This is an optimization exercise on Yosys and OpenROAD, whose aim is small area, a short achievable clock period and few clock cycles per item, not a production implementation.
At most, simulation tests tie the RTL to the original design; equivalence was not proved.
Power figures rest on the tool's default switching activity, not on a simulated workload.

==> 03-11 <==
Design cnn_top, start of the top module:
module cnn_top(
    input clk,
    input reset,
    input start,
    output [9:0] img_addr,
    input  [7:0] img_pixel,
    output reg prediction,
    output reg done,
    output signed [31:0] score0,
    output signed [31:0] score1
);
    wire busy, fin, e, ep, en, gt;
    wire [15:0] conv;
    wire [1:0] band;
    wire [3:0] m;
    wire [3:0] i;
    wire [14:0] qmax;
    wire [1:0] g = {i[0], e};      
    reg init;
    control_fsm SEQ (
        .clk(clk), .reset(reset), .start(start), .busy(busy), .addr(img_addr),
        .band(band), .m(m), .i(i), .e(e), .ep(ep), .en(en), .fin(fin)
    );
    processing_unit CONV (
        .clk(clk), .short_band(band >= 2'd1), .ep(ep), .en(en),
        .pixel_in(img_pixel), .conv(conv)
    );
    max_pooling_layer_26x26 POOL (
        .clk(clk), .first(g == 2'd2), .conv(conv), .qmax(qmax)
    );
    dense_layer DENSE (
        .clk(clk), .busy(busy), .init(init), .load_q(g == 2'd2),
        .band(band), .m(m), .ip(i[3:1]), .q(qmax),
        .score0(score0), .score1(score1), .gt(gt)
    );
  ...
export LEC_CHECK = 0
export ABC_AREA = 1
export CAP_MARGIN = 20
export CORE_MARGIN = 2
export CORE_UTILIZATION = 40
export PLACE_DENSITY = 0.6
export SLEW_MARGIN = 20
export SYNTH_MEMORY_MAX_BITS = 65536
create_clock -name core_clock -period 16.0 [get_ports {clk}]
standard.sh (not shown) runs the stock make flow with config.mk's settings and CLKGATE_MAP_FILE= SYNTH_SCRIPT=/design/flow/synth_recipe.tcl, a recipe that flattens the netlist after the stock synthesis.
==> flow/flow/run.sh <==
#!/bin/bash
# The standard layout (standard.sh) with these make settings:
#  - timing repair aimed below the clock period: the resizer works on every
#    path with less than 11.75 ns of slack at the design's 16 ns clock;
#  - a clock tree without dummy loads: clkbuf_8 buffers, clusters of up to 18 sinks;
#  - half-adder cells added to the platform's don't-use list, so synthesis
#    extracts only full adders.
# Full tool output goes to standard.log (and ORFS's logs under orfs/logs).
bash standard.sh SETUP_SLACK_MARGIN=11.75 \
  "CTS_ARGS=-sink_clustering_enable -repair_clock_nets -dont_use_dummy_load -buf_list sky130_fd_sc_hd__clkbuf_8 -root_buf sky130_fd_sc_hd__clkbuf_16 -sink_clustering_size 18 -sink_clustering_max_diameter 60" \
  "DONT_USE_CELLS=sky130_fd_sc_hd__probe_p_8 sky130_fd_sc_hd__probec_p_8 sky130_fd_sc_hd__lpflow_bleeder_1 sky130_fd_sc_hd__lpflow_clkbufkapwr_1 sky130_fd_sc_hd__lpflow_clkbufkapwr_16 sky130_fd_sc_hd__lpflow_clkbufkapwr_2 sky130_fd_sc_hd__lpflow_clkbufkapwr_4 sky130_fd_sc_hd__lpflow_clkbufkapwr_8 sky130_fd_sc_hd__lpflow_clkinvkapwr_1 sky130_fd_sc_hd__lpflow_clkinvkapwr_16 sky130_fd_sc_hd__lpflow_clkinvkapwr_2 sky130_fd_sc_hd__lpflow_clkinvkapwr_4 sky130_fd_sc_hd__lpflow_clkinvkapwr_8 sky130_fd_sc_hd__lpflow_decapkapwr_12 sky130_fd_sc_hd__lpflow_decapkapwr_3 sky130_fd_sc_hd__lpflow_decapkapwr_4 sky130_fd_sc_hd__lpflow_decapkapwr_6 sky130_fd_sc_hd__lpflow_decapkapwr_8 sky130_fd_sc_hd__lpflow_inputiso0n_1 sky130_fd_sc_hd__lpflow_inputiso0p_1 sky130_fd_sc_hd__lpflow_inputiso1n_1 sky130_fd_sc_hd__lpflow_inputiso1p_1 sky130_fd_sc_hd__lpflow_inputisolatch_1 sky130_fd_sc_hd__lpflow_isobufsrc_1 sky130_fd_sc_hd__lpflow_isobufsrc_16 sky130_fd_sc_hd__lpflow_isobufsrc_2 sky130_fd_sc_hd__lpflow_isobufsrc_4 sky130_fd_sc_hd__lpflow_isobufsrc_8 sky130_fd_sc_hd__lpflow_isobufsrckapwr_16 sky130_fd_sc_hd__lpflow_lsbuf_lh_hl_isowell_tap_1 sky130_fd_sc_hd__lpflow_lsbuf_lh_hl_isowell_tap_2 sky130_fd_sc_hd__lpflow_lsbuf_lh_hl_isowell_tap_4 sky130_fd_sc_hd__lpflow_lsbuf_lh_isowell_4 sky130_fd_sc_hd__lpflow_lsbuf_lh_isowell_tap_1 sky130_fd_sc_hd__lpflow_lsbuf_lh_isowell_tap_2 sky130_fd_sc_hd__lpflow_lsbuf_lh_isowell_tap_4 sky130_fd_sc_hd__ha_1 sky130_fd_sc_hd__ha_2 sky130_fd_sc_hd__ha_4" \
  finish > standard.log 2>&1
==> 12-08: changes against 03-11 <==
--- a/flow/design.v
+++ b/flow/design.v
@@ -13,25 +13,24 @@
     output reg en,
     output fin
 );
     wire short_b = (band >= 2'd1);
     wire last_i = (i == (short_b ? 4'd9 : 4'd11));
     assign fin = (band == 2'd3) && (i == 4'd5) && (e == 1'b1);
     always @(posedge clk) begin
-        ep <= busy & ~e;
-        en <= ~busy | e;
+        ep <= busy ? ~e : start;
+        en <= busy ? e : ~start;
     end
     always @(posedge clk or posedge reset) begin
-        if (reset) busy <= 1'b0;
-        else if (!busy) busy <= start;
-        else if (fin) busy <= 1'b0;
-    end
-    always @(posedge clk) begin
-        if (!busy || fin) begin
-            addr <= 10'd0; band <= 2'd0; m <= 4'd0; i <= 4'd0; e <= 1'b0;
+        if (reset) begin
+            busy <= 1'b0; addr <= 10'd0; band <= 2'd0; m <= 4'd0; i <= 4'd0; e <= 1'b0;
+        end else if (!busy) begin
+            busy <= start; e <= start; addr <= {9'd0, start};
+        end else if (fin) begin
+            busy <= 1'b0; addr <= 10'd0; band <= 2'd0; m <= 4'd0; i <= 4'd0; e <= 1'b0;
         end else if (!e) begin
             e <= 1'b1; addr <= addr + 10'd1;
         end else begin
             e <= 1'b0;
             if (!last_i) begin
                 i <= i + 4'd1; addr <= addr + 10'd27;
             end else begin
@@ -67,15 +66,14 @@
     end
     wire [7:0] y21 = ep ? d[0] : d[2*HB-2];
     wire [7:0] y11 = en ? d[2*HB] : d[2];
     wire [7:0] y01 = en ? d[2*HB+2] : d[4];
     wire [7:0] y20 = d[2*HB-1];
     wire [7:0] y10 = d[2*HB+1];
     wire [7:0] y00 = d[2*HB+3];
-    wire [7:0] y12 = d[1];
     wire ca_1 = y20[2] ^ y20[4];
     wire ca_2 = y20[2] | y20[4];
     wire ca_3 = y20[3] ^ y20[5];
     wire ca_4 = y20[3] | y20[5];
     wire ca_5 = y10[1] ^ y00[0] ^ y00[7];
     wire ca_6 = (y10[1] & y00[0]) | (y10[1] & y00[7]) | (y00[0] & y00[7]);
     wire ca_7 = y20[4] ^ y20[6];
==> flow/flow/run.sh (replaced) <==
#!/bin/bash
# The standard layout (standard.sh) with these make settings:
#  - timing repair aimed below the clock period: the resizer works on every
#    path with less than 11.7 ns of slack at the design's 16 ns clock;
#  - a clock tree without dummy loads: clkbuf_8 buffers, clusters of up to 18 sinks;
#  - half-adder cells added to the platform's don't-use list, so synthesis
#    extracts only full adders.
# Full tool output goes to standard.log (and ORFS's logs under orfs/logs).
bash standard.sh SETUP_SLACK_MARGIN=11.7 \
  "CTS_ARGS=-sink_clustering_enable -repair_clock_nets -dont_use_dummy_load -buf_list sky130_fd_sc_hd__clkbuf_8 -root_buf sky130_fd_sc_hd__clkbuf_16 -sink_clustering_size 18 -sink_clustering_max_diameter 60" \
  "DONT_USE_CELLS=sky130_fd_sc_hd__probe_p_8 sky130_fd_sc_hd__probec_p_8 sky130_fd_sc_hd__lpflow_bleeder_1 sky130_fd_sc_hd__lpflow_clkbufkapwr_1 sky130_fd_sc_hd__lpflow_clkbufkapwr_16 sky130_fd_sc_hd__lpflow_clkbufkapwr_2 sky130_fd_sc_hd__lpflow_clkbufkapwr_4 sky130_fd_sc_hd__lpflow_clkbufkapwr_8 sky130_fd_sc_hd__lpflow_clkinvkapwr_1 sky130_fd_sc_hd__lpflow_clkinvkapwr_16 sky130_fd_sc_hd__lpflow_clkinvkapwr_2 sky130_fd_sc_hd__lpflow_clkinvkapwr_4 sky130_fd_sc_hd__lpflow_clkinvkapwr_8 sky130_fd_sc_hd__lpflow_decapkapwr_12 sky130_fd_sc_hd__lpflow_decapkapwr_3 sky130_fd_sc_hd__lpflow_decapkapwr_4 sky130_fd_sc_hd__lpflow_decapkapwr_6 sky130_fd_sc_hd__lpflow_decapkapwr_8 sky130_fd_sc_hd__lpflow_inputiso0n_1 sky130_fd_sc_hd__lpflow_inputiso0p_1 sky130_fd_sc_hd__lpflow_inputiso1n_1 sky130_fd_sc_hd__lpflow_inputiso1p_1 sky130_fd_sc_hd__lpflow_inputisolatch_1 sky130_fd_sc_hd__lpflow_isobufsrc_1 sky130_fd_sc_hd__lpflow_isobufsrc_16 sky130_fd_sc_hd__lpflow_isobufsrc_2 sky130_fd_sc_hd__lpflow_isobufsrc_4 sky130_fd_sc_hd__lpflow_isobufsrc_8 sky130_fd_sc_hd__lpflow_isobufsrckapwr_16 sky130_fd_sc_hd__lpflow_lsbuf_lh_hl_isowell_tap_1 sky130_fd_sc_hd__lpflow_lsbuf_lh_hl_isowell_tap_2 sky130_fd_sc_hd__lpflow_lsbuf_lh_hl_isowell_tap_4 sky130_fd_sc_hd__lpflow_lsbuf_lh_isowell_4 sky130_fd_sc_hd__lpflow_lsbuf_lh_isowell_tap_1 sky130_fd_sc_hd__lpflow_lsbuf_lh_isowell_tap_2 sky130_fd_sc_hd__lpflow_lsbuf_lh_isowell_tap_4 sky130_fd_sc_hd__ha_1 sky130_fd_sc_hd__ha_2 sky130_fd_sc_hd__ha_4" \
  finish > standard.log 2>&1
- CORE_UTILIZATION: 40 -> 30
- PLACE_DENSITY: 0.6 -> 0.5
==> 04-04: changes against 03-11 <==
--- a/flow/design.v
+++ b/flow/design.v
@@ -11,27 +11,26 @@
     output reg e,
     output reg ep,
     output reg en,
     output fin
 );
     wire short_b = (band >= 2'd1);
     wire last_i = (i == (short_b ? 4'd9 : 4'd11));
-    assign fin = (band == 2'd3) && (i == 4'd5) && (e == 1'b1);
+    assign fin = (band == 2'd3) && (i == 4'd7) && (e == 1'b0);
     always @(posedge clk) begin
-        ep <= busy & ~e;
-        en <= ~busy | e;
+        ep <= busy ? ~e : start;
+        en <= busy ? e : ~start;
     end
     always @(posedge clk or posedge reset) begin
-        if (reset) busy <= 1'b0;
-        else if (!busy) busy <= start;
-        else if (fin) busy <= 1'b0;
-    end
-    always @(posedge clk) begin
-        if (!busy || fin) begin
-            addr <= 10'd0; band <= 2'd0; m <= 4'd0; i <= 4'd0; e <= 1'b0;
+        if (reset) begin
+            busy <= 1'b0; addr <= 10'd0; band <= 2'd0; m <= 4'd0; i <= 4'd0; e <= 1'b0;
+        end else if (!busy) begin
+            busy <= start; e <= start; addr <= {9'd0, start};
+        end else if (fin) begin
+            busy <= 1'b0; addr <= 10'd0; band <= 2'd0; m <= 4'd0; i <= 4'd0; e <= 1'b0;
         end else if (!e) begin
             e <= 1'b1; addr <= addr + 10'd1;
         end else begin
             e <= 1'b0;
             if (!last_i) begin
                 i <= i + 4'd1; addr <= addr + 10'd27;
             end else begin
@@ -67,15 +66,14 @@
     end
     wire [7:0] y21 = ep ? d[0] : d[2*HB-2];
     wire [7:0] y11 = en ? d[2*HB] : d[2];
     wire [7:0] y01 = en ? d[2*HB+2] : d[4];
     wire [7:0] y20 = d[2*HB-1];
     wire [7:0] y10 = d[2*HB+1];
     wire [7:0] y00 = d[2*HB+3];
-    wire [7:0] y12 = d[1];
     wire ca_1 = y20[2] ^ y20[4];
     wire ca_2 = y20[2] | y20[4];
     wire ca_3 = y20[3] ^ y20[5];
     wire ca_4 = y20[3] | y20[5];
     wire ca_5 = y10[1] ^ y00[0] ^ y00[7];
     wire ca_6 = (y10[1] & y00[0]) | (y10[1] & y00[7]) | (y00[0] & y00[7]);
     wire ca_7 = y20[4] ^ y20[6];
==> flow/flow/run.sh (replaced) <==
#!/bin/bash
# The standard layout (standard.sh) with these make settings:
#  - timing repair aimed below the clock period: the resizer works on every
#    path with less than 11.7 ns of slack at the design's 16 ns clock;
#  - a clock tree without dummy loads: clkbuf_8 buffers, clusters of up to 18 sinks;
#  - half-adder cells added to the platform's don't-use list, so synthesis
#    extracts only full adders.
# Full tool output goes to standard.log (and ORFS's logs under orfs/logs).
bash standard.sh SETUP_SLACK_MARGIN=11.7 \
  "CTS_ARGS=-sink_clustering_enable -repair_clock_nets -dont_use_dummy_load -buf_list sky130_fd_sc_hd__clkbuf_8 -root_buf sky130_fd_sc_hd__clkbuf_16 -sink_clustering_size 18 -sink_clustering_max_diameter 60" \
  "DONT_USE_CELLS=sky130_fd_sc_hd__probe_p_8 sky130_fd_sc_hd__probec_p_8 sky130_fd_sc_hd__lpflow_bleeder_1 sky130_fd_sc_hd__lpflow_clkbufkapwr_1 sky130_fd_sc_hd__lpflow_clkbufkapwr_16 sky130_fd_sc_hd__lpflow_clkbufkapwr_2 sky130_fd_sc_hd__lpflow_clkbufkapwr_4 sky130_fd_sc_hd__lpflow_clkbufkapwr_8 sky130_fd_sc_hd__lpflow_clkinvkapwr_1 sky130_fd_sc_hd__lpflow_clkinvkapwr_16 sky130_fd_sc_hd__lpflow_clkinvkapwr_2 sky130_fd_sc_hd__lpflow_clkinvkapwr_4 sky130_fd_sc_hd__lpflow_clkinvkapwr_8 sky130_fd_sc_hd__lpflow_decapkapwr_12 sky130_fd_sc_hd__lpflow_decapkapwr_3 sky130_fd_sc_hd__lpflow_decapkapwr_4 sky130_fd_sc_hd__lpflow_decapkapwr_6 sky130_fd_sc_hd__lpflow_decapkapwr_8 sky130_fd_sc_hd__lpflow_inputiso0n_1 sky130_fd_sc_hd__lpflow_inputiso0p_1 sky130_fd_sc_hd__lpflow_inputiso1n_1 sky130_fd_sc_hd__lpflow_inputiso1p_1 sky130_fd_sc_hd__lpflow_inputisolatch_1 sky130_fd_sc_hd__lpflow_isobufsrc_1 sky130_fd_sc_hd__lpflow_isobufsrc_16 sky130_fd_sc_hd__lpflow_isobufsrc_2 sky130_fd_sc_hd__lpflow_isobufsrc_4 sky130_fd_sc_hd__lpflow_isobufsrc_8 sky130_fd_sc_hd__lpflow_isobufsrckapwr_16 sky130_fd_sc_hd__lpflow_lsbuf_lh_hl_isowell_tap_1 sky130_fd_sc_hd__lpflow_lsbuf_lh_hl_isowell_tap_2 sky130_fd_sc_hd__lpflow_lsbuf_lh_hl_isowell_tap_4 sky130_fd_sc_hd__lpflow_lsbuf_lh_isowell_4 sky130_fd_sc_hd__lpflow_lsbuf_lh_isowell_tap_1 sky130_fd_sc_hd__lpflow_lsbuf_lh_isowell_tap_2 sky130_fd_sc_hd__lpflow_lsbuf_lh_isowell_tap_4 sky130_fd_sc_hd__ha_1 sky130_fd_sc_hd__ha_2 sky130_fd_sc_hd__ha_4" \
  finish > standard.log 2>&1
- CORE_UTILIZATION: 40 -> 50
- PLACE_DENSITY: 0.6 -> 0.65
==> qor summary <==
| item | 04-04 | 12-08 | 03-11 |
|---|---|---|---|
| Status | complete, no violations | complete, no violations | complete, no violations |
| Final standard cell area without fillers | 22,800 um2 | 23,600 um2 | 23,300 um2 |
| Capture point of the critical path | img_addr[4] | img_addr[3] | score1[28] |
| Layout area overhead | 9.78% | 13.0% | 12.3% |
| Weighted congestion at the end of routability-driven global placement | 1.10 | 1.09 | 1.09 |
| Headroom to the max-slew limit | 0.198 | 0.353 | 0.329 |
| Clock network power consumption | 0.000558 W | 0.000610 W | 0.000570 W |
| Post-detailed-route wirelength per cell | 23.4 um | 21.9 um | 21.9 um |
| Slew at the pin closest to its max-slew limit | 1.20 ns | 0.961 ns | 0.993 ns |
| Post-route met1 wirelength | 28,500 um | 32,400 um | 30,100 um |
| Part of the power in registers | 0.378 | 0.389 | 0.396 |
| Multi-input gate share of the layout cell area | 0.440 | 0.427 | 0.431 |
| Chip Width | 208 um | 268 um | 232 um |
| Non-clock inverters | 455 | 455 | 465 |
| Total nets after synthesis | 2,552 | 2,531 | 2,559 |
Testbench counts of 03-11, summed over its fixed seeds: cycles 32,760, items 36.
Testbench counts of 12-08, summed over its fixed seeds: cycles 32,724, items 36.
The RTL of 04-04 was laid out without a check of its function.

what the ideal ports hide:
Ports are ideal in the flow. The routed layouts listed here were re-timed in OpenROAD.
Step 1 sets driving cells, clkbuf_16 on the clock port and buf_2 on the other inputs (assumed; they add their load-dependent delay and slew).
Step 2 moves the port delays by t, midway between the first and last clock arrival at a register: inputs arrive t later, outputs are due t later. That takes back most of the time a late clock gives input paths.
Three values: ideal, step 1, step 2; two values: the first two.
run | t, ns | slack for setup (ns) | hold WS [ns] | clock arrival spread, ns | cell pins on the clock port's net
03-11 | 0.563 | 11.719 / 11.658 / 11.819 | 0.285 / 0.285 / 0.285 | 0.097 / 0.098 | 1
12-08 | 0.578 | 11.720 / 11.658 / 11.750 | 0.292 / 0.292 / 0.292 | 0.093 / 0.093 | 1
04-04 | 0.568 | 11.741 / 11.687 / 11.426 | 0.317 / 0.317 / 0.317 | 0.091 / 0.091 | 1
After both steps setup and hold are still met in every run listed. The setup slack of 04-04, which loses most, moves by -0.054 ns with the drivers and by -0.315 ns with both steps.
